Context: an optimization exercise on an open-source flow, tuned for small area. The choices shown serve that exercise and are no tape-out recipe.
Only simulation tests tie the RTL to the original design; equivalence was not proved.
The flow treats the clock pin as an ideal source, which a real chip does not have.
No activity file was given, so power comes from the tool's default toggle rates.

## flow/run.sh

```bash
#!/bin/bash
# synth_recipe.tcl (not shown) runs the flow's synth.tcl, then flattens the netlist and writes it again
# the make line also repeats each setting of config.mk as NAME=value (left out here)
make -C /OpenROAD-flow-scripts/flow DESIGN_CONFIG=/design/flow/config.mk WORK_HOME=/design/flow/orfs CLKGATE_MAP_FILE= SYNTH_SCRIPT=/design/flow/synth_recipe.tcl finish
```

## flow/config.mk

```make
export PLATFORM = sky130hd
export DESIGN_NAME = top
export DESIGN_NICKNAME = top
export VERILOG_FILES = /design/flow/design.v
export SDC_FILE = /design/flow/constraint.sdc
export NUM_CORES = 8
export LEC_CHECK = 0
export ABC_AREA = 1
export CAP_MARGIN = 20
export CORE_MARGIN = 2
export CORE_UTILIZATION = 40
export SLEW_MARGIN = 20
```

## flow/constraint.sdc

```tcl
create_clock -name core_clock -period 10.0 [get_ports {clk}]
set_input_delay 2.0000 -clock core_clock [delete_from_list [all_inputs] [get_ports {clk}]]
set_output_delay 2.0000 -clock core_clock [all_outputs]
set_load 0.01 [all_outputs]
```

## flow/design.v

```verilog
`timescale 1ns / 1ps
module secondTest(
input clk,
input rst,
output ledtest, pulse
    );
    localparam [10:0] M    = 11'b01010101010;
    localparam [10:0] PREV = 11'd137;     
    localparam [10:0] POS0 = 11'd275;     
    localparam [10:0] POS1 = 11'd550;     
    localparam [10:0] LAST = 11'd1467;    
    localparam [10:0] M0   = 11'b01111110111;  
    localparam [10:0] ML   = 11'b10110111011;  
    reg [5:0] k;
    reg [10:0] y;
    reg [6:0] q;
    wire [10:0] b = y ^ M;
    wire [10:0] bn = {b[9:0], ~(b[10] ^ b[8])};
    wire at0 = (b & M0) == (POS0 & M0);
    wire segend = (b & ML) == (LAST & ML);
    wire kend = k[5] & k[4] & k[3] & k[2];    
    localparam [63:0] T0 = 64'h0000004dcffffec0;
    localparam [63:0] T1 = 64'h00000026955eaa55;
    localparam [63:0] T2 = 64'h0000001db3333366;
    localparam [63:0] T3 = 64'h000000038a529478;
    localparam [63:0] T4 = 64'h0000000079332780;
    localparam [63:0] T5 = 64'h00000000070c3800;
    localparam [63:0] T6 = 64'h0000000000ffc000;
    localparam [63:0] GS = 64'hb6db6db6db6db6db;  
    localparam [63:0] NN = 64'h2492492492492492;  
    wire [6:0] t = {T6[k], T5[k], T4[k], T3[k], T2[k], T1[k], T0[k]};
    wire gapseg = GS[k];
    wire nextnogap = NN[k];
    wire [5:0] kc = {k[4:0] & kc[4:0], segend};
    wire [5:0] kn = k ^ kc;
    wire qw = q[6] & q[5] & q[2];
    wire [6:0] qc = {q[5:0] & qc[5:0], 1'b1};
    wire [6:0] qn = q ^ qc;
    always @(posedge clk)
      if (rst) begin
        k <= 6'd0;
        y <= PREV ^ M;
        q <= 7'd100;
      end else begin
        k <= kend ? 6'd0 : kn;
        if (kend) y <= POS0 ^ M;
        else if (segend) y <= (nextnogap ? POS1 : POS0) ^ M;
        else y <= bn ^ M;
        q <= qw ? 7'd0 : qn;
      end
    function lt7(input [6:0] a, input [6:0] c);
      integer i;
      reg r;
      begin
        r = 1'b0;
        for (i = 0; i < 7; i = i + 1)
          r = (~a[i] & c[i]) | (~(a[i] ^ c[i]) & r);
        lt7 = r;
      end
    endfunction
    assign ledtest = ~(at0 & gapseg) & lt7(q, t);
    assign pulse = kend;
endmodule
`timescale 1ns / 1ps
module Temp(
input clk, rst,
input pulse, minplus, hrplus,
output reg [3:0] mu,
output reg [2:0] mt,
output reg [3:0] hr
    );
  reg [5:0] s;
  reg r;
  wire flag = s[5] & s[4] & s[3] & s[2];  
  wire src = flag | minplus;
  wire step = src & ~r;
  wire [5:0] sc = {s[4:0] & sc[4:0], pulse};
  wire [5:0] sn = s ^ sc;
  wire sclr = pulse & flag;
  wire mu9 = mu[3] & mu[0];
  wire mt5 = mt[2] & mt[0];
  wire e = step & mu9;
  wire [3:0] mun = {mu[3] ? ~(step & mu[0]) : (step & mu[0] & mu[1] & mu[2]),
                    mu[2] ^ (step & mu[0] & mu[1]),
                    mu[1] ^ (step & mu[0] & ~mu[3]),
                    mu[0] ^ step};
  wire [2:0] mtn = {mt[2] ? ~(e & mt[0]) : (e & mt[0] & mt[1]),
                    mt[1] ^ (e & mt[0] & ~mt[2]),
                    mt[0] ^ e};
  wire c1 = mu9 & mt5;
  reg [3:0] hn;
  always @(*)
    case ({hrplus, c1})
      2'b00: hn = hr;
      2'b11:
        case (hr)
          4'd11: hn = 4'd1;
          4'd12: hn = 4'd2;
          default: hn = {hr[3:1] + 3'd1, hr[0]};
        endcase
      default:
        case (hr)
          4'd12: hn = 4'd1;
          default: hn = hr + 4'd1;
        endcase
    endcase
  always @(posedge clk)
    if (rst) begin
      s <= 6'd0;
      r <= 1'b1;
      mu <= 4'd0;
      mt <= 3'd0;
      hr <= 4'd1;
    end else begin
      s <= {sn[5:2] & {4{~sclr}}, sn[1:0]};
      r <= src;
      mu <= mun;
      mt <= mtn;
      if (step) hr <= hn;
    end
endmodule
`timescale 1ns / 1ps
module SevenSegDrive(
input [3:0] d,
output reg [6:0] seg
    );
    always @(*)
      case (d)
        4'd0, 4'd10: seg = 7'b0000001;
        4'd1, 4'd11: seg = 7'b1001111;
        4'd2, 4'd12: seg = 7'b0010010;
        4'd3: seg = 7'b0000110;
        4'd4: seg = 7'b1001100;
        4'd5: seg = 7'b0100100;
        4'd6: seg = 7'b0100000;
        4'd7: seg = 7'b0001111;
        4'd8: seg = 7'b0000000;
        4'd9: seg = 7'b0001100;
        default: seg = 7'b1111111;
      endcase
endmodule
`timescale 1ns / 1ps
module Habilitador(
input clk,
input rst,
output reg [1:0] m
    );
    localparam [6:0] M     = 7'b0101010;
    localparam [6:0] FIRST = 7'd31;
    localparam [6:0] LAST  = 7'd104;      
    localparam [6:0] ML    = 7'b0111101;  
    reg [6:0] y;
    wire [6:0] b = y ^ M;
    wire wrap = (b & ML) == (LAST & ML);
    always @(posedge clk)
      if (rst) begin
        y <= FIRST ^ M;
        m <= 2'd0;
      end else begin
        y <= wrap ? FIRST ^ M : {b[5:0], ~(b[6] ^ b[5])} ^ M;
        m <= {m[1] ^ (wrap & m[0]), m[0] ^ wrap};
      end
endmodule
`timescale 1ns / 1ps
module EnableDisplay(
input [1:0] m,
input [3:0] mu,
input [2:0] mt,
input [3:0] hr,
output reg [3:0] out,
output reg [3:0] d
    );
    always @(*)
      case (m)
        2'd0: begin out = 4'b0111; d = {3'd0, hr >= 4'd10}; end
        2'd1: begin out = 4'b1011; d = mu; end
        2'd2: begin out = 4'b1101; d = {1'b0, mt}; end
        default: begin out = 4'b1110; d = hr; end
      endcase
endmodule
`timescale 1ns / 1ps
module top(
input clk,
input rst,
input minplus, hrplus,
output [3:0]out,
output [6:0]Display,
output ledtest,
output plustest
    );
 wire pulse;
 wire [3:0] mu, hr, d;
 wire [2:0] mt;
 wire [1:0] m;
 secondTest u_second(.clk(clk), .rst(rst), .ledtest(ledtest), .pulse(pulse));
 Temp u_temp(.clk(clk), .rst(rst), .pulse(pulse), .minplus(minplus), .hrplus(hrplus),
             .mu(mu), .mt(mt), .hr(hr));
 Habilitador u_habil(.clk(clk), .rst(rst), .m(m));
 EnableDisplay u_enable(.m(m), .mu(mu), .mt(mt), .hr(hr), .out(out), .d(d));
 SevenSegDrive u_sevenseg(.d(d), .seg(Display));
 assign plustest = 1'b0;
endmodule
```

==> results of run 1 <==
-- cell type report --
cell class	instances	area [um2]
clock buffer	6	72.6
clock inverter	2	38.8
fill	809	4210
inverter	84	318
multi-input combinational	295	1790
sequential	51	1020
tap	102	128
timing repair buffer	15	150
-- worst register-to-register path, delay by kind of cell (launching register included) --
family / cells / cell delay [ns]
AO/OA/AOI/OAI: 5 / 0.71
flip-flops: 1 / 0.55
buffers and inverters: 3 / 0.41
AND/OR/NAND/NOR: 3 / 0.29
adder cells (fa/ha/maj): 1 / 0.35
-- per-layer routing --
metal  vias up  share of wire  global-route usage
met2        49           0.43               0.258
met4         0          0.014              0.0478
met5         -              0                   0
met1      1200           0.52               0.218
li1       1438              -                   -
met3        11          0.037              0.0290
-- worst paths after layout --
| path | from | endpoint | slack [ns] | cells after the start |
|---|---|---|---|---|
| max | u_second.k[1]$_SDFF_PP0_ | ledtest | 4.30 | 23 |
| min | u_habil.y[1]$_SDFF_PP0_ | u_habil.y[2]$_SDFF_PP1_ | 0.38 | 1 |
| max reg2reg | u_second.k[1]$_SDFF_PP0_ | u_second.y[0]$_SDFF_PP1_ | 7.58 | 12 |
| min reg2reg | u_habil.y[1]$_SDFF_PP0_ | u_habil.y[2]$_SDFF_PP1_ | 0.38 | 1 |
-- cells by family (layout without fill, tap and decap cells) --
logic type / after synthesis / count (layout) / share of synthesized area
other: 1 / 1 / 0.00118
flip-flops: 51 / 51 / 0.321
AO/OA/AOI/OAI: 76 / 76 / 0.150
XOR/XNOR: 6 / 6 / 0.0165
adder cells (fa/ha/maj): 43 / 43 / 0.169
AND/OR/NAND/NOR: 169 / 169 / 0.226
buffers and inverters: 93 / 107 / 0.116
-- metrics by stage --
| stage | total power (W) | std cells | setup WS [ns] | instance area (um2) |
|---|---|---|---|---|
| floorplan | 0.000246 | 439 | 5.54 | 3180 |
| CTS | 0.000400 | 555 | 4.32 | 3520 |
| finish | 0.000393 | 555 | 4.30 | 3520 |
| detailed placement | 0.000255 | 547 | 4.67 | 3410 |
| global placement | 0.000255 | 547 | 4.77 | 3410 |
| global route | 0.000417 | 555 | 3.92 | 3520 |
-- cells in the final DEF, fill, tap and decap left out, drive strengths merged, types with 8 or more instances in the layout --
cell	count
inv	83
nand3	10
a31oi	8
o211ai	8
nor3	11
nor2	44
clkdlybuf4s50	15
a21oi	19
dfxtp	51
o21ai	23
nand2	95
ha	43
-- sequential cells by signal (all words and copies together), names as in the netlist --
| signal | flops |
|---|---|
| u_temp.hr | 4 |
| u_temp.mt | 3 |
| u_temp.mu | 4 |
| u_temp.r | 1 |
| u_habil.y | 7 |
| u_second.k | 6 |
| u_second.q | 7 |
| u_second.y | 11 |
| u_habil.m | 2 |
| u_temp.s | 6 |
-- power by group through the flow --
stage	Clock, W	Sequential (W)	Combinational [W]
after global routing	0.000159	0.000219	0.0000385
after floorplan	0	0.000222	0.0000249
after detailed placement	0	0.000223	0.0000317
final	0.000144	0.000218	0.0000316
after CTS	0.000150	0.000218	0.0000321
after global placement	0	0.000223	0.0000316
==> impl_metrics.yaml, run 1 <==
run_status:
  status: "no timing/DRC/antenna violations"
floorplanning:
  ioPinCount: 17
  dieArea_mm2: 0.00868
  rows: 32
  fp.dieH_um: 93.2
  coreArea_mm2: 0.00773
  chipWidth_um: 93.2
  initial_core_util: 0.411
global_route:
  grt_max_degree: 20
  grt-ovfl-total: 0
  grt_pass1_vias: 2535
  antenna_found_initial: 0
  grt_use_total: 0.160
  grt_pass1_wl_um: 11200
synthesis:
  ys.flop_type: "dfxtp_1"
  synth.distinct_cells: 45
  synth_enable_flop_cells: 0
  synth_warnings: 5
  syn-num-nets: 486
  syn_avg_cell_area_um2: 7.24
  yosysSeqAreaShare: 0.321
  postSynthCellCount: 439
  synth_top_area_frac: 0.321
  synthTopCellsByCount: "nand2_1, inv_1, dfxtp_1, ha_1, nor2_1"
  ys_top_cells_by_area: "dfxtp_1, ha_1, nand2_1"
  ys_ff_latch: 51
  yosysMostFrequentCell: "nand2_1"
  yosysTopAreaCell: "dfxtp_1"
  async_flop_share: 0
  synth.cell_area_mm2: 0.00318
sta:
  setup_tns_ns: 0
  fin_crit_ns: 5.70
  tightest_slew_ns: 0.746
  fmax_ghz: 0.175
  setup_violations: 0
  slew_viol_final: 0
  hold_violations: 0
  rsz0062_at_grt: "no"
  finalCritPeriodShare: 0.570
  skew_ns: 0.00682
  worst_hold_slack_ns: 0.381
  max_slew_margin: 0.501
job:
  cap_violations: 0
power:
  ir_worst_vdd_mv: 0.0831
  power.switching_w: 0.0000928
  p_per_area_mw_per_mm2: 112
  p_clk_frac: 0.365
  p_seq_frac: 0.555
  p_leak_nw: 1.62
  combPwrFrac: 0.080
  internal-power_w: 0.000300
  switching_share: 0.236
clocking:
  cts_buffers: 5
  cts_resized: 0
  root_buffer: "clkbuf_8"
  hold_buffers: 0
  postCtsSetupBuffers: 0
  cts_max_path_buffers: 2
  tritoncts: "done"
  cts_max_level: 2
  clk_pin_slew_worst_paths_ns: 0.09
  clk_latency_ns: 0.30
  cts.sinks: 51
detailed_routing:
  routed_wl_um: 6330
  drc: 0
  vias: 2698
  drtIter0Drc: 114
  ant_nets: 0
  avgViaCountPerCell: 4.86
  wire_per_inst_um: 11.4
  firstDrtPassIters: 4
placed_design:
  dpl.hpwl_um: 4910
  gp_congestion: 0.891
  portBuffers: 15
critical_path:
  slowest_delay_ns: 0.55
  cp_top_family: "buffers and inverters"
  worstSetupPathType: "flip-flop to primary output"
  crit_fanout: 10
  critPathLaunchType: "flip-flop"
  required_ns: 8.00
  crit_buf_inv: 3
  worstPathCellList: "inv_1, ha_1, inv_1, nand2_1, o211ai_1, a31oi_1, o22ai_1, ha_1, nand2_1, a21oi_1, nand2_1, nand2_1, nand2_1, nand2_1, nand2_1, nand2_1, nand2_1, nand2_1, nand2_1, nand2_1, nand2_1, a21oi_2, clkdlybuf4s50_1"
  worstPathArrival_ns: 3.70
  path_common_cell: "nand2_1"
  cp-end-kind: "primary output"
  crit_slowest_cell: "dfxtp_1"
finish:
  post-route-util: 0.455
  final_nets: 499
  diodes: 0
  syn2layout_area_growth_pct: 10.6
  drive_gt1_frac: 0.0706
worst_hold_path:
  hold_path.class: "flip-flop to flip-flop"
==> run 2: changes to the inputs <==
==> flow/flow/run.sh (new file) <==
#!/bin/bash
# Own layout flow: the standard ORFS flow, with two changes:
#  - synthesis: the standard flow's synthesis script, but without the adder extraction
#    (ADDER_MAP_FILE empty) and with an area-only ABC script (flow/area.abc)
#    in place of ORFS's delay-driven one;
#  - port buffers: sky130_fd_sc_hd__buf_1 instead of the resizer's default.
# Each tool's output goes to the ORFS logs under orfs/logs; make's own output
# goes to flow_make.log in this folder.
set -euo pipefail
W=$(pwd)
{
  printf 'set own_abc_script {%s}\n' "$W/flow/area.abc"
  cat "$W/flow/abc_override.tcl"
  cat "$W/synth_recipe.tcl"
} > "$W/own_synth.tcl"
bash "$W/standard.sh" "SYNTH_SCRIPT=$W/own_synth.tcl" "ADDER_MAP_FILE=" \
  "BUFFER_PORTS_ARGS=-buffer_cell sky130_fd_sc_hd__buf_1" finish > "$W/flow_make.log" 2>&1
==> flow/flow/abc_override.tcl (new file) <==
# Runs Yosys's abc pass with own_abc_script in place of the script ORFS
# gives it, and without the delay target.
proc abc {args} {
  global own_abc_script
  set i [lsearch -exact $args -script]
  if { $i >= 0 } { set args [lreplace $args [expr { $i + 1 }] [expr { $i + 1 }] $own_abc_script] }
  set i [lsearch -exact $args -D]
  if { $i >= 0 } { set args [lreplace $args $i [expr { $i + 1 }]] }
  yosys abc {*}$args
}
==> flow/flow/area.abc (new file) <==
strash
&get -n
&deepsyn -J 50 -T 300
&put
dch -f
map -a
topo
dnsize
==> flow/standard.sh (new file) <==
#!/bin/bash
# synth_recipe.tcl (not shown) runs the flow's synth.tcl, then flattens the netlist and writes it again
# the make line also repeats each setting of config.mk as NAME=value (left out here)
make -C /OpenROAD-flow-scripts/flow DESIGN_CONFIG=/design/flow/config.mk WORK_HOME=/design/flow/orfs CLKGATE_MAP_FILE= SYNTH_SCRIPT=/design/flow/synth_recipe.tcl "${@:-finish}"
--- a/flow/config.mk
+++ b/flow/config.mk
@@ -5,7 +5,6 @@
 export SDC_FILE = /design/flow/constraint.sdc
 export NUM_CORES = 8
 export LEC_CHECK = 0
-export ABC_AREA = 1
 export CAP_MARGIN = 20
 export CORE_MARGIN = 2
 export CORE_UTILIZATION = 40
removed: flow/run.sh
==> impl_metrics.yaml, run 2 <==
synthesis:
  synth_compound_area_frac: 0.200
  synth_top_family_by_area: "simple AND/OR/NAND/NOR gates"
  synth.cell_area_mm2: 0.00249
  yosysTopAreaCell: "dfxtp_1"
  synthTopCellsByCount: "nor2_1, clkinv_1, dfxtp_1, nand2_1"
  synth_warnings: 5
  yosysSeqAreaShare: 0.409
  synth_adder_area_share: 0
  ys_top_cells_by_area: "dfxtp_1, nor2_1, clkinv_1"
  ys_ff_latch: 51
  synth.distinct_cells: 29
  synth-xor-area-share: 0.00351
  async_flop_share: 0
  postSynthCellCount: 375
  synthMuxAreaShare: 0
  synthSimpleGateAreaFrac: 0.279
  ys.flop_type: "dfxtp_1"
  synth_top_area_frac: 0.409
  yosysMostFrequentCell: "nor2_1"
  synth_enable_flop_cells: 0
  syn-num-nets: 379
  syn_avg_cell_area_um2: 6.65
critical_path:
  required_ns: 8.00
  r2r_setup_slack_ns: 7.59
  worstPathArrival_ns: 2.94
  crit_buf_inv: 4
  cp.depth: 15
  crit_slowest_cell: "dfxtp_1"
  cp_top_family: "compound AO/OA/AOI/OAI gates"
  reg2reg_from: "u_second.k[2]$_SDFF_PP0_"
  r2r_cells: 14
  cp-end-kind: "primary output"
  rr_endpoint: "u_temp.s[4]$_SDFF_PP0_"
  critPathLaunchType: "flip-flop"
  slowest_delay_ns: 0.47
  worstSetupPathType: "flip-flop to primary output"
  crit_fanout: 8
  worstPathCellList: "clkinv_1, nor2_1, clkinv_1, nor2_1, clkinv_1, nor2_1, a21oi_1, o2111ai_1, o211ai_1, o21ai_0, o22ai_1, a21oi_1, o221ai_1, a21oi_1, buf_1"
clocking:
  clk_pin_slew_worst_paths_ns: 0.10
  cts_resized: 0
  cts_max_level: 2
  hold_buffers: 0
  postCtsSetupBuffers: 0
  clk_latency_ns: 0.31
  cts.sinks: 51
  cts_buffers: 5
  cts_max_path_buffers: 2
  tritoncts: "done"
  root_buffer: "clkbuf_8"
detailed_routing:
  firstDrtPassIters: 5
  routed_wl_um: 5340
  drc: 0
  vias: 2432
  avgViaCountPerCell: 5.15
  wire_per_inst_um: 11.3
  ant_nets: 0
  drtIter0Drc: 249
placed_design:
  portBuffers: 15
  placed_cells: 464
  dpl.hpwl_um: 4250
  gp_congestion: 0.951
sta:
  fmax_ghz: 0.203
  setup_violations: 0
  rsz0062_at_grt: "no"
  skew_ns: 0.0148
  setup_tns_ns: 0
  slew_viol_final: 0
  max_slew_margin: 0.597
  hold_violations: 0
  tightest_slew_ns: 0.604
  fin_crit_ns: 4.94
  finalCritPeriodShare: 0.494
finish:
  top_regs: "u_second.y x11, u_habil.y x7, u_second.q x7"
  largest_reg_flops: 11
  syn2layout_area_growth_pct: 9.58
  ff_latch_area_mm2: 0.00102
  final_common_cell: "nor2_1"
  diodes: 0
  final_nets: 400
  multi_input_area_mm2: 0.00121
  fillCellCount: 627
  top_register: "u_second.y"
  final_cell_mix: "nor2_1, clkinv_1, dfxtp_1, nand2_1"
  drive_gt1_frac: 0.0252
  final_cells: 472
global_route:
  grt_pass1_wl_um: 9200
  grt_pass1_vias: 2076
  antenna_found_initial: 0
  grt-ovfl-total: 0
  grt_max_degree: 19
  grt_use_total: 0.159
floorplanning:
  dieArea_mm2: 0.00688
  coreArea_mm2: 0.00596
  chipWidth_um: 83.0
  initial_core_util: 0.419
  ioPinCount: 17
  rows: 28
  fp.dieH_um: 83.0
job:
  cap_violations: 0
worst_hold_path:
  min_path_cells: 1
  holdPathEnd: "u_habil.y[2]$_SDFF_PP1_"
  hold_path.class: "flip-flop to flip-flop"
  worstHoldStart: "u_habil.y[1]$_SDFF_PP0_"
power:
  power.switching_w: 0.0000944
  p_clk_frac: 0.334
  p_total_w: 0.000367
  p_leak_nw: 0.948
  ir_worst_vdd_mv: 0.0678
  switching_share: 0.257
  internal-power_w: 0.000273
  p_per_area_mw_per_mm2: 134
  p_seq_frac: 0.598
  combPwrFrac: 0.068
run_status:
  status: "no timing/DRC/antenna violations"
-- run 2: cell types whose count changed after synthesis, moves of 14 or more --
cell	before	now
clkinv_1	2	69
inv_1	68	0
o21ai_0	15	29
nor2_1	42	85
ha_1	43	0
nand2_1	93	42
-- run 2: worst register-to-register path, stage by stage (launching register included) --
cell and delay (ns):
dfxtp_1 0.49, clkinv_1 0.24, nor3_1 0.46, clkinv_1 0.17, nor2_1 0.24, nand2_1 0.09, clkinv_1 0.07, nand2_1 0.05
clkinv_1 0.06, nand2_1 0.05, clkinv_1 0.06, nand2_1 0.05, clkinv_1 0.06, nand2_1 0.06, nor3b_1 0.13
-- run 2: cells by family after synthesis --
| logic type | Yosys count |
|---|---|
| flip-flops | 51 |
| buffers and inverters | 70 |
| AND/OR/NAND/NOR | 167 |
| XOR/XNOR | 1 |
| AO/OA/AOI/OAI | 85 |
| other | 1 |
-- run 2: how the worst max path moves through the flow --
| stage | end | start | slack (ns) |
|---|---|---|---|
| after global routing | ledtest | u_second.k[1]$_SDFF_PP0_ | 4.68 |
| after global placement | ledtest | u_second.k[3]$_SDFF_PP0_ | 5.52 |
| after CTS | ledtest | u_second.k[1]$_SDFF_PP0_ | 5.06 |
| after floorplan | ledtest | u_second.k[1]$_SDFF_PP0_ | 5.84 |
| final | ledtest | u_second.k[1]$_SDFF_PP0_ | 5.06 |
| after detailed placement | ledtest | u_second.k[1]$_SDFF_PP0_ | 5.43 |
-- run 2: area by class of cell --
| type | count | area share |
|---|---|---|
| Multi-Input combinational cell | 254 | 0.441 |
| Sequential cell | 51 | 0.374 |
| Inverter | 69 | 0.0948 |
| Tap cell | 75 | 0.0343 |
| Clock buffer | 5 | 0.0252 |
| Timing Repair Buffer | 15 | 0.0206 |
| Clock inverter | 3 | 0.0101 |
-- run 2: routing by layer --
layer	part of all wire	routed length, um	global-route usage
met4	0.017	89	0.0507
met3	0.042	223	0.0268
met2	0.44	2350	0.249
met1	0.50	2690	0.222
met5	0	0	0
-- run 2: power groups by stage --
stage                     logic (W)  clock network [W]  registers [W]
after detailed placement  0.0000255                  0       0.000224
after global placement    0.0000252                  0       0.000224
after floorplan           0.0000202                  0       0.000222
final                     0.0000251           0.000123       0.000220
after CTS                 0.0000256           0.000129       0.000219
after global routing      0.0000297           0.000136       0.000221
-- run 2: stage by stage --
| stage | hold slack [ns] | area [um2] | setup WS, ns | utilization |
|---|---|---|---|---|
| after global placement | 0.356 | 2640 | 5.52 | 0.443 |
| after detailed placement | 0.356 | 2640 | 5.43 | 0.443 |
| after global routing | 0.392 | 2730 | 4.68 | 0.459 |
| after CTS | 0.381 | 2730 | 5.06 | 0.459 |
| after floorplan | 0.351 | 2490 | 5.84 | - |
| final | 0.378 | 2730 | 5.06 | 0.459 |
==> run 3: changes to the inputs <==
==> flow/flow/run.sh (replaced) <==
#!/bin/bash
# Own layout flow: the standard ORFS flow, with these changes:
#  - synthesis: the standard flow's synthesis script, but without the adder extraction
#    (ADDER_MAP_FILE empty) and with an area-only ABC script (flow/area.abc)
#    in place of ORFS's delay-driven one;
#  - port buffers: sky130_fd_sc_hd__buf_1 instead of the resizer's default;
#  - clock: instead of an H-tree, flow/pre_cts.tcl (run by ORFS's CTS step
#    before clock_tree_synthesis, which then leaves the buffered clock alone)
#    drives the registers from a few clock buffers fed by the clock port.
# Each tool's output goes to the ORFS logs under orfs/logs; make's own output
# goes to flow_make.log in this folder.
set -euo pipefail
W=$(pwd)
{
  printf 'set own_abc_script {%s}\n' "$W/flow/area.abc"
  cat "$W/flow/abc_override.tcl"
  cat "$W/synth_recipe.tcl"
} > "$W/own_synth.tcl"
export OWN_CLK_GROUPS=2
export OWN_CLK_BUF=sky130_fd_sc_hd__clkbuf_16
bash "$W/standard.sh" "SYNTH_SCRIPT=$W/own_synth.tcl" "ADDER_MAP_FILE=" \
  "BUFFER_PORTS_ARGS=-buffer_cell sky130_fd_sc_hd__buf_1" \
  "PRE_CTS_TCL=$W/flow/pre_cts.tcl" finish > "$W/flow_make.log" 2>&1
==> flow/flow/pre_cts.tcl (new file) <==
# Clock distribution without CTS: the registers are split into
# OWN_CLK_GROUPS groups by position (k-means), and each group's clock pins
# are driven by one OWN_CLK_BUF buffer at the group's centroid, fed straight
# from the clock port.
set dbu [[ord::get_db_tech] getDbUnitsPerMicron]
set pins {}
set pts {}
foreach p [get_pins -hierarchical */CLK] {
  set bb [[[sta::sta_to_db_pin $p] getInst] getBBox]
  lappend pins $p
  lappend pts [list [expr {([$bb xMin] + [$bb xMax]) / 2.0 / $dbu}] [expr {([$bb yMin] + [$bb yMax]) / 2.0 / $dbu}]]
}
set k $::env(OWN_CLK_GROUPS)
set n [llength $pins]
# initial centres: registers spread along the sorted x order
set order [lsort -real -indices [lmap q $pts {lindex $q 0}]]
set cent {}
for {set i 0} {$i < $k} {incr i} {
  lappend cent [lindex $pts [lindex $order [expr {int(($i + 0.5) * $n / $k)}]]]
}
for {set it 0} {$it < 50} {incr it} {
  set asg {}
  foreach q $pts {
    set best 0; set bd 1e30
    for {set i 0} {$i < $k} {incr i} {
      set c [lindex $cent $i]
      set d [expr {abs([lindex $q 0] - [lindex $c 0]) + abs([lindex $q 1] - [lindex $c 1])}]
      if {$d < $bd} { set bd $d; set best $i }
    }
    lappend asg $best
  }
  set new {}
  for {set i 0} {$i < $k} {incr i} {
    set sx 0; set sy 0; set m 0
    foreach q $pts a $asg { if {$a == $i} { set sx [expr {$sx + [lindex $q 0]}]; set sy [expr {$sy + [lindex $q 1]}]; incr m } }
    if {$m > 0} { lappend new [list [expr {$sx / $m}] [expr {$sy / $m}]] } else { lappend new [lindex $cent $i] }
  }
  set cent $new
}
for {set i 0} {$i < $k} {incr i} {
  set grp {}
  foreach p $pins a $asg { if {$a == $i} { lappend grp $p } }
  if {[llength $grp] == 0} { continue }
  puts "clock buffer $i at [lindex $cent $i] for [llength $grp] registers"
  insert_buffer -buffer_cell $::env(OWN_CLK_BUF) -net clk -load_pins $grp -buffer_name clkbuf_own_$i -location [lindex $cent $i]
}
==> impl_metrics.yaml, run 3 <==
sta:
  skew_ns: 0.00856
  setup_tns_ns: 0
  slew_viol_final: 0
  fmax_ghz: 0.206
  max_slew_margin: 0.614
  fin_crit_ns: 4.85
  tightest_slew_ns: 0.578
  setup_violations: 0
  finalCritPeriodShare: 0.485
  hold_violations: 0
  rsz0062_at_grt: "no"
detailed_routing:
  ant_nets: 0
  vias: 2412
  drtIter0Drc: 297
  routed_wl_um: 5290
  avgViaCountPerCell: 5.18
  wire_per_inst_um: 11.4
  firstDrtPassIters: 5
  drc: 0
floorplanning:
  rows: 28
  fp.dieH_um: 83.0
  coreArea_mm2: 0.00596
  ioPinCount: 17
  initial_core_util: 0.419
  dieArea_mm2: 0.00688
  chipWidth_um: 83.0
worst_hold_path:
  hold_path.class: "flip-flop to flip-flop"
synthesis:
  syn_avg_cell_area_um2: 6.65
  synth.distinct_cells: 29
  async_flop_share: 0
  ys_top_cells_by_area: "dfxtp_1, nor2_1, clkinv_1"
  ys_ff_latch: 51
  synth_warnings: 5
  yosysTopAreaCell: "dfxtp_1"
  synth.cell_area_mm2: 0.00249
  yosysSeqAreaShare: 0.409
  postSynthCellCount: 375
  ys.flop_type: "dfxtp_1"
  yosysMostFrequentCell: "nor2_1"
  syn-num-nets: 379
  synth_enable_flop_cells: 0
  synth_top_area_frac: 0.409
  synthTopCellsByCount: "nor2_1, clkinv_1, dfxtp_1, nand2_1"
critical_path:
  required_ns: 8.00
  r2r_setup_slack_ns: 7.59
  crit_fanout: 8
  cp-end-kind: "primary output"
  critPathLaunchType: "flip-flop"
  worstSetupPathType: "flip-flop to primary output"
  worstPathArrival_ns: 2.85
power:
  p_leak_nw: 0.926
  ir_worst_vdd_mv: 0.0996
  p_per_area_mw_per_mm2: 123
finish:
  final_nets: 397
  syn2layout_area_growth_pct: 7.73
  final_common_cell: "nor2_1"
  drive_gt1_frac: 0.0102
  largest_reg_flops: 11
  top_regs: "u_second.y x11, u_habil.y x7, u_second.q x7"
  diodes: 0
  final_area_mm2: 0.00269
  final_cell_mix: "nor2_1, clkinv_1, dfxtp_1, nand2_1"
  top_register: "u_second.y"
placed_design:
  gp_congestion: 0.951
  placed_cell_area_mm2: 0.00264
  portBuffers: 15
  dpl.hpwl_um: 4250
run_status:
  status: "no timing/DRC/antenna violations"
global_route:
  grt_use_total: 0.150
  grt_max_degree: 28
  antenna_found_initial: 0
  grt-ovfl-total: 0
  grt_pass1_vias: 2064
  grt_pass1_wl_um: 9100
job:
  cap_violations: 0
clocking:
  clk_latency_ns: 0.16
  clk_pin_slew_worst_paths_ns: 0.10
  postCtsSetupBuffers: 0
  hold_buffers: 0
  cts_resized: 0
==> run 3: cell counts after synthesis <==
No cell type changed its count.
==> run 3: worst paths after layout <==
| path | startpoint | endpoint | cells after the start |
|---|---|---|---|
| worst min register to register | u_habil.y[1]$_SDFF_PP0_ | u_habil.y[2]$_SDFF_PP1_ | 1 |
| worst max register to register | u_second.k[2]$_SDFF_PP0_ | u_temp.s[4]$_SDFF_PP0_ | 14 |
| worst max-delay path | u_second.k[1]$_SDFF_PP0_ | ledtest | 15 |
| worst min-delay path | u_habil.y[1]$_SDFF_PP0_ | u_habil.y[2]$_SDFF_PP1_ | 1 |
==> run 3: power breakdown <==
part           switching (W)  leakage [nW]  internal, W
sequential        0.00000740         0.417     0.000212
clock              0.0000485        0.0246    0.0000367
combinational      0.0000158         0.484   0.00000937
total              0.0000717         0.926     0.000258
==> run 3: critical path, cell delays in order, from the launching register on <==
cell       delay [ns]
dfxtp_1          0.47
clkinv_1         0.28
nor2_1           0.27
clkinv_1         0.15
nor2_1           0.11
clkinv_1         0.10
nor2_1           0.16
a21oi_1          0.06
o2111ai_1        0.10
o211ai_1         0.11
o21ai_0          0.23
o22ai_1          0.10
a21oi_1          0.13
o221ai_1         0.11
a21oi_1          0.13
buf_1            0.16
==> run 3: cells by family after synthesis <==
| group | share of synthesized area |
|---|---|
| AND/OR/NAND/NOR | 0.279 |
| buffers and inverters | 0.107 |
| flip-flops | 0.409 |
| XOR/XNOR | 0.00351 |
| other | 0.00150 |
| AO/OA/AOI/OAI | 0.200 |
==> run 3: layer usage <==
layer	wire [um]	share of wire	global-route usage
met1	2650	0.50	0.221
met2	2280	0.43	0.248
met4	108	0.020	0.0224
met3	247	0.047	0.00795
met5	0	0	0
==> run 3: final cells by class, clock buffers not listed <==
| class | instances | area, um2 |
|---|---|---|
| fill | 633 | 3270 |
| multi-input combinational | 254 | 1210 |
| sequential | 51 | 1020 |
| inverter | 69 | 259 |
| tap | 75 | 93.8 |
| timing repair buffer | 15 | 56.3 |
==> run 3: metrics by stage <==
stage	utilization	setup WS, ns	cells	power (W)	hold WS [ns]
global placement	0.443	5.52	464	0.000249	0.356
floorplan	-	5.84	375	0.000242	0.351
CTS	0.451	5.42	466	0.000317	0.355
global route	0.451	4.84	466	0.000347	0.390
finish	0.451	5.15	466	0.000330	0.377
detailed placement	0.443	5.43	464	0.000249	0.356
==> run 4: changes to the inputs <==
--- a/flow/flow/run.sh
+++ b/flow/flow/run.sh
@@ -1,8 +1,9 @@
 #!/bin/bash
 # Own layout flow: the standard ORFS flow, with these changes:
 #  - synthesis: the standard flow's synthesis script, but without the adder extraction
-#    (ADDER_MAP_FILE empty) and with an area-only ABC script (flow/area.abc)
-#    in place of ORFS's delay-driven one;
+#    (ADDER_MAP_FILE empty) and with area-only ABC scripts (deepsyn with a
+#    few seeds, then amap) in place of ORFS's delay-driven one; the smallest
+#    mapping is kept (flow/abc_override.tcl);
 #  - port buffers: sky130_fd_sc_hd__buf_1 instead of the resizer's default;
 #  - clock: instead of an H-tree, flow/pre_cts.tcl (run by ORFS's CTS step
 #    before clock_tree_synthesis, which then leaves the buffered clock alone)
@@ -11,8 +12,15 @@
 # goes to flow_make.log in this folder.
 set -euo pipefail
 W=$(pwd)
+mkdir -p "$W/abc_scripts"
+scripts=""
+for seed in 0 1 2 3 4 5 6 7; do
+  f="$W/abc_scripts/deepsyn_$seed.abc"
+  printf '%s\n' strash '&get -n' "&deepsyn -S $seed -J 50 -T 120" '&put' 'dch -f' amap > "$f"
+  scripts="$scripts $f"
+done
 {
-  printf 'set own_abc_script {%s}\n' "$W/flow/area.abc"
+  printf 'set own_abc_scripts {%s}\n' "$scripts"
   cat "$W/flow/abc_override.tcl"
   cat "$W/synth_recipe.tcl"
 } > "$W/own_synth.tcl"
==> flow/flow/abc_override.tcl (replaced) <==
# Yosys's abc pass as ORFS calls it, but run once per ABC script in
# own_abc_scripts (in place of the script ORFS gives it, and without the
# delay target); the mapping with the smallest cell area is kept.
proc own_area {} {
  global own_liberty
  set s [tee -q -s result.string stat -liberty $own_liberty]
  if { [regexp {Chip area for module '[^']*': ([0-9.eE+-]+)} $s -> a] } {
    return $a
  }
  return 1e30
}
proc abc {args} {
  global own_abc_scripts own_liberty
  set i [lsearch -exact $args -D]
  if { $i >= 0 } { set args [lreplace $args $i [expr { $i + 1 }]] }
  set own_liberty [lindex $args [expr { [lsearch -exact $args -liberty] + 1 }]]
  set i [expr { [lsearch -exact $args -script] + 1 }]
  yosys design -save own_pre_abc
  set best 1e30
  set n 0
  foreach script $own_abc_scripts {
    if { $n > 0 } { yosys design -load own_pre_abc }
    yosys abc {*}[lreplace $args $i $i $script]
    set a [own_area]
    puts "own abc: $script gives cell area $a"
    if { $a < $best } {
      set best $a
      yosys design -save own_best_abc
    }
    incr n
  }
  yosys design -load own_best_abc
  puts "own abc: kept cell area $best"
}
removed: flow/flow/area.abc
==> impl_metrics.yaml, run 4 <==
clocking:
  clk_pin_slew_worst_paths_ns: 0.09
  postCtsSetupBuffers: 0
  clk_latency_ns: 0.16
  hold_buffers: 0
  cts_resized: 0
synthesis:
  syn-num-nets: 334
  synth.cell_area_mm2: 0.00235
  synthTopCellsByCount: "nor2_1, dfxtp_1, clkinv_1, nand2_1, o21ai_0"
  synth_warnings: 5
  synth_enable_flop_cells: 0
  synth_top_area_frac: 0.435
  ys_ff_latch: 51
  syn_avg_cell_area_um2: 7.12
  ys.flop_type: "dfxtp_1"
  yosysMostFrequentCell: "nor2_1"
  ys_top_cells_by_area: "dfxtp_1, nor2_1, clkinv_1"
  yosysTopAreaCell: "dfxtp_1"
  postSynthCellCount: 330
  yosysSeqAreaShare: 0.435
  synth.distinct_cells: 34
  async_flop_share: 0
detailed_routing:
  drtIter0Drc: 149
  avgViaCountPerCell: 5.39
  ant_nets: 0
  vias: 2255
  wire_per_inst_um: 12.5
  firstDrtPassIters: 5
  routed_wl_um: 5230
  drc: 0
power:
  p_total_w: 0.000335
  ir_worst_vdd_mv: 0.120
  p_per_area_mw_per_mm2: 132
  p_leak_nw: 0.865
finish:
  fillCellCount: 608
  ff_latch_area_mm2: 0.00102
  top_regs: "u_second.y x11, u_habil.y x7, u_second.q x7"
  final_nets: 352
  drive_gt1_frac: 0.00578
  largest_reg_flops: 11
  diodes: 0
  syn2layout_area_growth_pct: 8.04
  final_cell_mix: "nor2_1, dfxtp_1, clkinv_1, nand2_1, o21ai_0"
  final_common_cell: "nor2_1"
  top_register: "u_second.y"
  multi_input_area_mm2: 0.00116
floorplanning:
  chipWidth_um: 80.6
  fp.dieH_um: 80.6
  rows: 27
  dieArea_mm2: 0.00650
  initial_core_util: 0.422
  coreArea_mm2: 0.00557
  ioPinCount: 17
sta:
  tightest_slew_ns: 0.698
  fmax_ghz: 0.190
  setup_violations: 0
  hold_violations: 0
  max_slew_margin: 0.530
  slew_viol_final: 0
  finalCritPeriodShare: 0.526
  setup_tns_ns: 0
  rsz0062_at_grt: "no"
  fin_crit_ns: 5.26
  skew_ns: 0.00352
global_route:
  antenna_found_initial: 0
  grt_pass1_wl_um: 8960
  grt_max_degree: 27
  grt-ovfl-total: 0
  grt_use_total: 0.165
  grt_pass1_vias: 1954
critical_path:
  r2r_cells: 9
  crit_slowest_cell: "o21ai_0"
  required_ns: 8.00
  cp-end-kind: "primary output"
  slowest_delay_ns: 0.63
  rr_endpoint: "u_second.y[8]$_SDFF_PP0_"
  reg2reg_from: "u_second.k[4]$_SDFF_PP0_"
  r2r_setup_slack_ns: 7.33
  critPathLaunchType: "flip-flop"
  worstPathCellList: "clkinv_1, o21ai_0, clkinv_1, nor2_1, o21ai_0, a222oi_1, o221ai_1, a221oi_1, o21bai_1, o311a_1, buf_1"
  worstPathArrival_ns: 3.26
  worstSetupPathType: "flip-flop to primary output"
  crit_fanout: 12
job:
  cap_violations: 0
worst_hold_path:
  worstHoldStart: "u_habil.y[1]$_SDFF_PP0_"
  holdPathEnd: "u_habil.y[2]$_SDFF_PP1_"
  hold_path.class: "flip-flop to flip-flop"
  min_path_cells: 1
placed_design:
  gp_congestion: 0.918
  portBuffers: 15
  dpl.hpwl_um: 4060
run_status:
  status: "no timing/DRC/antenna violations"
==> run 4: area by class of cell, clock buffers not listed <==
type,count,share of cell area
Multi-Input combinational cell,235,0.457
Inverter,43,0.0636
Tap cell,72,0.0355
Sequential cell,51,0.402
Timing Repair Buffer,15,0.0222
==> run 4: worst max path at each step <==
stage,from,end,slack [ns],cells after the start
2_1_floorplan,u_habil.m[1]$_SDFF_PP0_,Display[2],5.47,13
4_1_cts,u_second.k[4]$_SDFF_PP0_,ledtest,5.00,11
5_1_grt,u_second.k[4]$_SDFF_PP0_,ledtest,4.44,11
3_5_place_dp,u_second.k[4]$_SDFF_PP0_,ledtest,5.02,11
3_3_place_gp,u_second.k[4]$_SDFF_PP0_,ledtest,5.12,11
6_report,u_second.k[4]$_SDFF_PP0_,ledtest,4.74,11
==> run 4: logic make-up after synthesis <==
group / Yosys count / synth area share
simple gates: 151 / 0.272
compound gates: 83 / 0.220
flops: 51 / 0.435
buf+inv: 44 / 0.0719
other cells: 1 / 0.00160
==> run 4: per-stage QoR <==
| stage | area, um2 | setup WS, ns | utilization | std cells | hold WS (ns) |
|---|---|---|---|---|---|
| 2_1_floorplan | 2350 | 5.47 | - | 330 | 0.343 |
| 3_3_place_gp | 2490 | 5.12 | 0.446 | 416 | 0.351 |
| 3_5_place_dp | 2490 | 5.02 | 0.446 | 416 | 0.359 |
| 4_1_cts | 2540 | 5.00 | 0.455 | 418 | 0.353 |
| 5_1_grt | 2540 | 4.44 | 0.455 | 418 | 0.409 |
| 6_report | 2540 | 4.74 | 0.455 | 418 | 0.379 |
==> run 4: where the power goes <==
| group | total [W] | internal (W) | leakage (nW) | switching [W] |
|---|---|---|---|---|
| sequential | 0.000221 | 0.000213 | 0.417 | 0.00000757 |
| combinational | 0.0000273 | 0.0000106 | 0.423 | 0.0000167 |
| clock | 0.0000864 | 0.0000368 | 0.0246 | 0.0000496 |
| total | 0.000335 | 0.000261 | 0.865 | 0.0000739 |
==> run 4: per-layer routing <==
metal  track usage  share of wire  vias up
met3        0.0157          0.046       10
met1         0.248           0.50     1013
met2         0.264           0.44       48
met5             0              0        -
li1              -              -     1184
met4        0.0153          0.012        0
==> run 4: critical path, delay by kind of cell, from the launching register on <==
kind            cells  cell delay [ns]
compound gates      7             1.82
buf+inv             3             0.70
flops               1             0.41
simple gates        1             0.15
==> run 5: changes to the inputs <==
--- a/flow/design.v
+++ b/flow/design.v
@@ -26,10 +26,8 @@
     localparam [63:0] T4 = 64'h0000000079332780;
     localparam [63:0] T5 = 64'h00000000070c3800;
     localparam [63:0] T6 = 64'h0000000000ffc000;
-    localparam [63:0] GS = 64'hb6db6db6db6db6db;  
     localparam [63:0] NN = 64'h2492492492492492;  
     wire [6:0] t = {T6[k], T5[k], T4[k], T3[k], T2[k], T1[k], T0[k]};
-    wire gapseg = GS[k];
     wire nextnogap = NN[k];
     wire [5:0] kc = {k[4:0] & kc[4:0], segend};
     wire [5:0] kn = k ^ kc;
@@ -58,7 +56,7 @@
         lt7 = r;
       end
     endfunction
-    assign ledtest = ~(at0 & gapseg) & lt7(q, t);
+    assign ledtest = ~at0 & lt7(q, t);
     assign pulse = kend;
 endmodule
 `timescale 1ns / 1ps
@@ -88,22 +86,11 @@
                     mt[1] ^ (e & mt[0] & ~mt[2]),
                     mt[0] ^ e};
   wire c1 = mu9 & mt5;
-  reg [3:0] hn;
-  always @(*)
-    case ({hrplus, c1})
-      2'b00: hn = hr;
-      2'b11:
-        case (hr)
-          4'd11: hn = 4'd1;
-          4'd12: hn = 4'd2;
-          default: hn = {hr[3:1] + 3'd1, hr[0]};
-        endcase
-      default:
-        case (hr)
-          4'd12: hn = 4'd1;
-          default: hn = hr + 4'd1;
-        endcase
-    endcase
+  wire i1 = step & (hrplus ^ c1);
+  wire i2 = step & hrplus & c1;
+  wire [4:0] hsum = {1'b0, hr} + {3'd0, i2, i1};
+  wire hwrap = hsum[3] & hsum[2] & (hsum[1] | hsum[0]);
+  wire [3:0] hn = {hsum[3] & ~hwrap, hsum[2] & ~hwrap, hsum[1:0]};
   always @(posedge clk)
     if (rst) begin
       s <= 6'd0;
@@ -116,7 +103,7 @@
       r <= src;
       mu <= mun;
       mt <= mtn;
-      if (step) hr <= hn;
+      hr <= hn;
     end
 endmodule
 `timescale 1ns / 1ps
--- a/flow/flow/run.sh
+++ b/flow/flow/run.sh
@@ -14,7 +14,7 @@
 W=$(pwd)
 mkdir -p "$W/abc_scripts"
 scripts=""
-for seed in 0 1 2 3 4 5 6 7; do
+for seed in $(seq 0 15); do
   f="$W/abc_scripts/deepsyn_$seed.abc"
   printf '%s\n' strash '&get -n' "&deepsyn -S $seed -J 50 -T 120" '&put' 'dch -f' amap > "$f"
   scripts="$scripts $f"
==> impl_metrics.yaml, run 5 <==
sta:
  tightest_slew_ns: 0.566
  finalCritPeriodShare: 0.508
  timing.final.ws_setup_ns: 4.92
  max_slew_margin: 0.621
  rsz0062_at_grt: "no"
  hold_violations: 0
  fin_crit_ns: 5.08
  setup_violations: 0
  slew_viol_final: 0
  worst_hold_slack_ns: 0.380
  fmax_ghz: 0.197
  skew_ns: 0.0101
  setup_tns_ns: 0
job:
  cap_violations: 0
critical_path:
  required_ns: 8.00
  reg2reg_from: "u_second.k[2]$_SDFF_PP0_"
  r2r_setup_slack_ns: 7.18
  critPathLaunchType: "flip-flop"
  critPathCapture: "ledtest"
  worstPathArrival_ns: 3.08
  cp-end-kind: "primary output"
  cp-startpoint: "u_second.k[3]$_SDFF_PP0_"
  rr_endpoint: "u_second.y[0]$_SDFF_PP1_"
  crit_fanout: 8
  r2r_cells: 10
  worstSetupPathType: "flip-flop to primary output"
power:
  ir_worst_vdd_mv: 0.0962
  p_total_w: 0.000335
  p_per_area_mw_per_mm2: 133
  p_leak_nw: 0.834
floorplanning:
  fp.dieH_um: 80.3
  dieArea_mm2: 0.00644
  coreArea_mm2: 0.00557
  rows: 27
  initial_core_util: 0.418
  chipWidth_um: 80.3
  ioPinCount: 17
clocking:
  hold_buffers: 0
  clk_latency_ns: 0.16
  clk_pin_slew_worst_paths_ns: 0.10
  postCtsSetupBuffers: 0
  cts_resized: 0
synthesis:
  yosysSeqAreaShare: 0.439
  synthTopCellsByCount: "nor2_1, dfxtp_1, clkinv_1, nand2_1, o21ai_0"
  yosysTopAreaCell: "dfxtp_1"
  synth.cell_area_mm2: 0.00233
  yosysMostFrequentCell: "nor2_1"
  synth_top_area_frac: 0.439
  ys.flop_type: "dfxtp_1"
  async_flop_share: 0
  synth.distinct_cells: 37
  syn_avg_cell_area_um2: 7.34
  ys_top_cells_by_area: "dfxtp_1, nor2_1, clkinv_1"
  ys_ff_latch: 51
  syn-num-nets: 321
  synth_enable_flop_cells: 0
  postSynthCellCount: 317
  synth_warnings: 5
finish:
  largest_reg_flops: 11
  final_nets: 340
  diodes: 0
  drive_gt1_frac: 0.00898
  top_regs: "u_second.y x11, u_habil.y x7, u_second.q x7"
  final_cell_mix: "nor2_1, dfxtp_1, clkinv_1, nand2_1, o21ai_0"
  syn2layout_area_growth_pct: 8.44
  top_register: "u_second.y"
  final_common_cell: "nor2_1"
detailed_routing:
  drc: 0
  drtIter0Drc: 123
  firstDrtPassIters: 4
  wire_per_inst_um: 12.1
  ant_nets: 0
  routed_wl_um: 4920
  avgViaCountPerCell: 5.31
  vias: 2154
placed_design:
  portBuffers: 15
  pre_cts_ws_ns: 5.27
  gp_congestion: 0.976
  dpl.hpwl_um: 3890
global_route:
  grt_pass1_wl_um: 8200
  grt_use_total: 0.151
  grt_pass1_vias: 1869
  antenna_found_initial: 0
  grt_max_degree: 29
  grt-ovfl-total: 0
worst_hold_path:
  hold_path.class: "flip-flop to flip-flop"
run_status:
  status: "no timing/DRC/antenna violations"
[run 5: worst min-delay path by stage]
stage | start | end | slack, ns | cells past startpoint
global placement | u_habil.y[1]$_SDFF_PP0_ | u_habil.y[2]$_SDFF_PP1_ | 0.35 | 1
finish | u_habil.y[1]$_SDFF_PP0_ | u_habil.y[2]$_SDFF_PP1_ | 0.38 | 1
global route | u_habil.y[1]$_SDFF_PP0_ | u_habil.y[2]$_SDFF_PP1_ | 0.40 | 1
detailed placement | u_habil.y[1]$_SDFF_PP0_ | u_habil.y[2]$_SDFF_PP1_ | 0.37 | 1
floorplan | u_habil.y[1]$_SDFF_PP0_ | u_habil.y[2]$_SDFF_PP1_ | 0.34 | 1
CTS | u_habil.y[1]$_SDFF_PP0_ | u_habil.y[2]$_SDFF_PP1_ | 0.36 | 1
[run 5: power breakdown]
part | leakage (nW) | internal (W) | switching (W) | total, W
clock network | 0.0246 | 0.0000368 | 0.0000494 | 0.0000862
logic | 0.392 | 0.0000106 | 0.0000179 | 0.0000285
registers | 0.417 | 0.000213 | 0.00000724 | 0.000221
[run 5: final cells by class, clock buffers not listed]
type	instances	area, um2
Fill cell	580	3050
Multi-Input combinational cell	224	1140
Sequential cell	51	1020
Inverter	41	154
Tap cell	72	90.1
Timing Repair Buffer	16	63.8
[run 5: stage by stage]
stage,area (um2),util,std cells
detailed placement,2470,0.444,404
CTS,2520,0.453,406
floorplan,2330,-,317
global placement,2470,0.444,404
finish,2520,0.453,406
global route,2520,0.453,406
[run 5: layer usage]
layer,vias up,track usage,routed length [um]
li1,1138,-,-
met1,935,0.209,2460
met2,71,0.264,2120
met3,10,0.0112,260
met4,0,0.0203,83
met5,-,0,0
[run 5: logic make-up (layout without fill, tap and decap cells)]
family,after synthesis,in the layout,share of synthesized area
DFF,51,51,0.439
buffers and inverters,42,59,0.0694
AOI/OAI and AO/OA,78,78,0.224
other,1,1,0.00161
and+or+nand+nor,145,145,0.266
[run 5: worst max-delay path: stages (launching register included)]
cell	delay (ns)
dfxtp_1	0.41
clkinv_1	0.22
nor2_1	0.26
clkinv_1	0.15
a221oi_1	0.44
nand2b_1	0.18
nand3_1	0.10
o221a_1	0.27
a21oi_1	0.10
o21ai_0	0.09
a222oi_1	0.24
a21oi_1	0.07
a311oi_1	0.21
buf_1	0.18
==> run 6: changes to the inputs <==
--- a/flow/flow/run.sh
+++ b/flow/flow/run.sh
@@ -14,7 +14,7 @@
 W=$(pwd)
 mkdir -p "$W/abc_scripts"
 scripts=""
-for seed in $(seq 0 15); do
+for seed in $(seq 0 31); do
   f="$W/abc_scripts/deepsyn_$seed.abc"
   printf '%s\n' strash '&get -n' "&deepsyn -S $seed -J 50 -T 120" '&put' 'dch -f' amap > "$f"
   scripts="$scripts $f"
==> impl_metrics.yaml, run 6 <==
synthesis:
  async_flop_share: 0
  postSynthCellCount: 316
  synth.cell_area_mm2: 0.00231
  yosysMostFrequentCell: "nor2_1"
  synthTopCellsByCount: "nor2_1, dfxtp_1, nand2_1, clkinv_1, o21ai_0"
  ys_ff_latch: 51
  synth_warnings: 5
  yosysSeqAreaShare: 0.443
  syn-num-nets: 320
  syn_avg_cell_area_um2: 7.30
  synth_enable_flop_cells: 0
  synth_top_area_frac: 0.443
  ys_top_cells_by_area: "dfxtp_1, nor2_1, nand2_1"
  yosysTopAreaCell: "dfxtp_1"
  ys.flop_type: "dfxtp_1"
  synth.distinct_cells: 36
critical_path:
  cp-end-kind: "primary output"
  r2r_cells: 15
  required_ns: 8.00
  critPathLaunchType: "flip-flop"
  worstSetupPathType: "flip-flop to primary output"
  reg2reg_from: "u_temp.s[2]$_SDFF_PP0_"
  worstPathArrival_ns: 2.83
  cp-startpoint: "u_second.k[2]$_SDFF_PP0_"
  crit_fanout: 8
global_route:
  grt_pass1_wl_um: 8440
  grt_use_total: 0.155
  grt_pass1_vias: 1968
  antenna_found_initial: 0
  grt-ovfl-total: 0
  grt_max_degree: 27
sta:
  finalCritPeriodShare: 0.483
  tightest_slew_ns: 0.557
  fmax_ghz: 0.207
  skew_ns: 0.00381
  setup_violations: 0
  fin_crit_ns: 4.83
  max_slew_margin: 0.627
  hold_violations: 0
  slew_viol_final: 0
  setup_tns_ns: 0
  rsz0062_at_grt: "no"
power:
  ir_worst_vdd_mv: 0.0963
  internal-power_w: 0.000261
  p_per_area_mw_per_mm2: 134
  p_leak_nw: 0.846
  combPwrFrac: 0.087
  p_total_w: 0.000335
  switching_share: 0.222
  p_seq_frac: 0.658
  p_clk_frac: 0.255
  power.switching_w: 0.0000744
clocking:
  postCtsSetupBuffers: 0
  hold_buffers: 0
  clk_pin_slew_worst_paths_ns: 0.09
  clk_latency_ns: 0.16
  cts_resized: 0
finish:
  syn2layout_area_growth_pct: 8.84
  final_cell_mix: "nor2_1, dfxtp_1, nand2_1, clkinv_1, o21ai_0"
  diodes: 0
  top_register: "u_second.y"
  largest_reg_flops: 11
  drive_gt1_frac: 0.0120
  top_regs: "u_second.y x11, u_habil.y x7, u_second.q x7"
  fillCellCount: 579
  final_nets: 340
  post-route-util: 0.453
  final_common_cell: "nor2_1"
worst_hold_path:
  min_path_cells: 1
  worstHoldStart: "u_habil.y[1]$_SDFF_PP0_"
  hold_path.class: "flip-flop to flip-flop"
run_status:
  status: "no timing/DRC/antenna violations"
detailed_routing:
  ant_nets: 0
  drtIter0Drc: 148
  routed_wl_um: 4810
  drc: 0
  vias: 2179
  avgViaCountPerCell: 5.37
  firstDrtPassIters: 5
  wire_per_inst_um: 11.8
floorplanning:
  initial_core_util: 0.416
  ioPinCount: 17
  rows: 27
  fp.dieH_um: 79.9
  chipWidth_um: 79.9
  dieArea_mm2: 0.00639
  coreArea_mm2: 0.00554
placed_design:
  portBuffers: 15
  gp_congestion: 0.974
  dpl.hpwl_um: 3690
job:
  cap_violations: 0
run 6: changes by cell type after synthesis, moves of 3 or more:
| cell | before | now |
|---|---|---|
| a31oi_1 | 4 | 8 |
| nor3_1 | 21 | 18 |
| a21oi_1 | 11 | 14 |
| nand2_1 | 39 | 42 |
| clkinv_1 | 41 | 37 |
| o21ai_0 | 24 | 19 |
| nor2_1 | 65 | 68 |
run 6: final cells by class, clock buffers not listed:
type                    instances  area (um2)  area share
well taps                      72        90.1      0.0359
repair buffers                 17        71.3      0.0284
inverters                      37         139      0.0553
multi-input cells             227        1140       0.454
flip-flops and latches         51        1020       0.407
run 6: metal layers:
layer  GRT usage  share of wire
met1       0.215           0.49
met2       0.274           0.45
met3      0.0102          0.046
met4      0.0169          0.013
met5           0              0
run 6: power by group through the flow:
| stage | Combinational [W] | Clock (W) | Sequential (W) |
|---|---|---|---|
| after global placement | 0.0000287 | 0 | 0.000225 |
| final | 0.0000290 | 0.0000856 | 0.000221 |
| after global routing | 0.0000347 | 0.0000980 | 0.000222 |
| after detailed placement | 0.0000291 | 0 | 0.000225 |
| after floorplan | 0.0000229 | 0 | 0.000223 |
| after CTS | 0.0000292 | 0.0000670 | 0.000226 |
run 6: stage by stage:
stage,worst slack [ns],instances,hold WS (ns),area (um2)
final,5.17,406,0.373,2510
after global routing,4.77,406,0.388,2510
after CTS,5.39,406,0.354,2510
after detailed placement,5.41,404,0.354,2460
after global placement,5.47,404,0.349,2460
after floorplan,5.53,316,0.343,2310
run 6: kinds of logic after synthesis:
kind of cell    after synthesis  synth area share
compound gates               75             0.213
simple gates                151             0.279
other cells                   1           0.00163
buf+inv                      38            0.0635
flops                        51             0.443
run 6: worst paths after layout:
path	to	slack, ns
worst max-delay path	ledtest	5.17
worst max register to register	u_temp.hr[2]$_SDFF_PP0_	7.40
worst min-delay path	u_habil.y[2]$_SDFF_PP1_	0.37
worst min register to register	u_habil.y[2]$_SDFF_PP1_	0.37
run 6: worst max-delay path: stages, from the launching register on:
cell and delay (ns):
dfxtp_1 0.46, clkinv_1 0.22, nor2_1 0.32, clkinv_1 0.17
o22ai_1 0.24, nor2_1 0.08, o32a_1 0.15, o21ai_0 0.21
a222oi_1 0.14, a2111oi_0 0.29, a21oi_1 0.09, nor3_1 0.14
buf_1 0.17
==> run 7: changes to the inputs <==
--- a/flow/flow/abc_override.tcl
+++ b/flow/flow/abc_override.tcl
@@ -3,6 +3,7 @@
 # delay target); the mapping with the smallest cell area is kept.
 proc own_area {} {
   global own_liberty
+  opt_clean -purge
   set s [tee -q -s result.string stat -liberty $own_liberty]
   if { [regexp {Chip area for module '[^']*': ([0-9.eE+-]+)} $s -> a] } {
     return $a
--- a/flow/config.mk
+++ b/flow/config.mk
@@ -8,4 +8,5 @@
 export CAP_MARGIN = 20
 export CORE_MARGIN = 2
 export CORE_UTILIZATION = 40
+export GPL_TIMING_DRIVEN = 0
 export SLEW_MARGIN = 20
==> impl_metrics.yaml, run 7 <==
finish:
  syn2layout_area_growth_pct: 8.52
  final_cell_mix: "nor2_1, dfxtp_1, nand2_1, clkinv_1, o21ai_0"
  drive_gt1_frac: 0.00901
  largest_reg_flops: 11
  final_nets: 339
  diodes: 0
  top_register: "u_second.y"
  final_common_cell: "nor2_1"
  top_regs: "u_second.y x11, u_habil.y x7, u_second.q x7"
synthesis:
  yosysSeqAreaShare: 0.443
  ys.flop_type: "dfxtp_1"
  yosysTopAreaCell: "dfxtp_1"
  synth_enable_flop_cells: 0
  yosysMostFrequentCell: "nor2_1"
  synth.distinct_cells: 36
  postSynthCellCount: 316
  synthTopCellsByCount: "nor2_1, dfxtp_1, nand2_1, clkinv_1, o21ai_0"
  synth_top_area_frac: 0.443
  synth_warnings: 5
  ys_top_cells_by_area: "dfxtp_1, nor2_1, nand2_1"
  async_flop_share: 0
  syn-num-nets: 320
  synth.cell_area_mm2: 0.00231
  ys_ff_latch: 51
  syn_avg_cell_area_um2: 7.30
worst_hold_path:
  hold_path.class: "flip-flop to flip-flop"
sta:
  max_slew_margin: 0.479
  setup_tns_ns: 0
  skew_ns: 0.00895
  setup_violations: 0
  hold_violations: 0
  fin_crit_ns: 4.98
  slew_viol_final: 0
  finalCritPeriodShare: 0.498
  fmax_ghz: 0.201
  rsz0062_at_grt: "no"
  tightest_slew_ns: 0.774
critical_path:
  crit_fanout: 8
  slowest_delay_ns: 0.49
  worstPathArrival_ns: 2.98
  crit_slowest_cell: "dfxtp_1"
  critPathLaunchType: "flip-flop"
  cp-end-kind: "primary output"
  required_ns: 8.00
  worstSetupPathType: "flip-flop to primary output"
  worstPathCellList: "clkinv_1, nor2_1, clkinv_1, o22ai_1, nor2_1, o32a_1, o21ai_0, a222oi_1, a2111oi_0, a21oi_1, nor3_1, buf_1"
floorplanning:
  dieArea_mm2: 0.00639
  chipWidth_um: 79.9
  coreArea_mm2: 0.00554
  rows: 27
  initial_core_util: 0.416
  ioPinCount: 17
  fp.dieH_um: 79.9
job:
  cap_violations: 0
detailed_routing:
  routed_wl_um: 4680
  avgViaCountPerCell: 5.27
  drc: 0
  wire_per_inst_um: 11.6
  firstDrtPassIters: 4
  vias: 2133
  ant_nets: 0
  drtIter0Drc: 116
global_route:
  grt_pass1_wl_um: 8340
  grt_max_degree: 28
  grt-ovfl-total: 0
  antenna_found_initial: 0
  grt_pass1_vias: 1965
  grt_use_total: 0.152
clocking:
  postCtsSetupBuffers: 0
  clk_latency_ns: 0.16
  hold_buffers: 0
  cts_resized: 0
  clk_pin_slew_worst_paths_ns: 0.10
placed_design:
  gp_congestion: 0.909
  dpl.hpwl_um: 3630
  portBuffers: 15
power:
  p_total_w: 0.000335
  ir_worst_vdd_mv: 0.134
  p_leak_nw: 0.841
  p_per_area_mw_per_mm2: 134
run_status:
  status: "no timing/DRC/antenna violations"
## run 7: changes by cell type in the layout (fill, tap and decap cells not counted)
cell | previous run | this run
buf_4 | 2 | 1
## run 7: layout make-up, clock buffers not listed
type	count	area [um2]
timing repair buffer	15	56.3
tap	72	90.1
sequential	51	1020
buffer	1	7.51
inverter	37	139
multi-input combinational	227	1140
fill	584	3040
## run 7: where the power goes
| group | internal, W | total (W) | switching [W] | leakage (nW) |
|---|---|---|---|---|
| clock network | 0.0000368 | 0.0000860 | 0.0000492 | 0.0246 |
| registers | 0.000213 | 0.000220 | 0.00000709 | 0.417 |
| logic | 0.0000109 | 0.0000287 | 0.0000178 | 0.399 |
| total | 0.000261 | 0.000335 | 0.0000741 | 0.841 |
## run 7: worst max-delay path: cells and delay by family (launching register included)
family	cells	cell delay (ns)
AOI/OAI and AO/OA	6	1.15
buffers and inverters	3	0.62
and+or+nand+nor	3	0.56
DFF	1	0.49
## run 7: per-layer routing
metal / GRT usage / share of wire / up-vias
li1: - / - / 1136
met4: 0.0169 / 0.011 / 0
met1: 0.213 / 0.50 / 951
met5: 0 / 0 / -
met2: 0.266 / 0.45 / 40
met3: 0.0102 / 0.040 / 6
## run 7: cells by family (layout without fill, tap and decap cells)
logic type / Yosys count / in the layout / share of synthesized area
AND/OR/NAND/NOR: 151 / 151 / 0.279
AO/OA/AOI/OAI: 75 / 75 / 0.213
flip-flops: 51 / 51 / 0.443
buffers and inverters: 38 / 55 / 0.0635
other: 1 / 1 / 0.00163
## run 7: worst paths after layout
check                                start                 endpoint  slack (ns)  depth (start not counted)
setup / recovery  u_second.k[2]$_SDFF_PP0_                  ledtest        5.02                         12
hold / removal     u_habil.y[1]$_SDFF_PP0_  u_habil.y[2]$_SDFF_PP1_        0.38                          1
setup reg to reg    u_temp.s[2]$_SDFF_PP0_  u_temp.hr[2]$_SDFF_PP0_        7.34                         15
hold reg to reg    u_habil.y[1]$_SDFF_PP0_  u_habil.y[2]$_SDFF_PP1_        0.38                          1
## run 7: stage by stage
step / hold slack, ns / instances / utilization / setup WS [ns] / area, um2
after floorplan: 0.343 / 316 / - / 5.53 / 2310
after global placement: 0.348 / 403 / 0.443 / 5.17 / 2450
after detailed placement: 0.353 / 403 / 0.443 / 5.28 / 2450
after CTS: 0.360 / 405 / 0.452 / 5.25 / 2500
after global routing: 0.401 / 405 / 0.452 / 4.67 / 2500
final: 0.381 / 405 / 0.452 / 5.02 / 2500

## separate check: timing with driven ports
Ports are ideal in the flow. The routed layouts listed here were re-timed in OpenROAD. Step 1 (the two cells are an assumption about what drives the block):
set clk [get_ports {clk}]
set_driving_cell -lib_cell sky130_fd_sc_hd__clkbuf_16 $clk
set_driving_cell -lib_cell sky130_fd_sc_hd__buf_2 [delete_from_list [all_inputs] $clk]
Step 2 also shifts input and output timing later by t, the mid clock arrival at the registers, as if the neighbouring blocks saw the same clock. Slacks: ideal / step 1 / step 2; pairs: ideal / step 1.
run	t (ns)	setup WS [ns]	worst setup path at the end	slew at the worst register clock pin (ns)	pins driven straight from the clock port
run 1	0.329	4.302 / 4.272 / 4.600	register to output	0.09 / 0.09	1
run 2	0.328	5.062 / 5.033 / 5.361	register to output	0.10 / 0.10	1
run 3	0.202	5.150 / 5.101 / 5.303	register to output	0.10 / 0.10	2
run 4	0.203	4.739 / 4.692 / 4.895	register to output	0.09 / 0.09	2
run 5	0.204	4.916 / 4.869 / 5.073	register to output	0.10 / 0.10	2
run 6	0.200	5.167 / 5.121 / 5.320	register to output	0.09 / 0.09	2
run 7	0.204	5.017 / 4.967 / 5.171	register to output	0.10 / 0.10	2
After both steps every run listed still meets setup and hold.
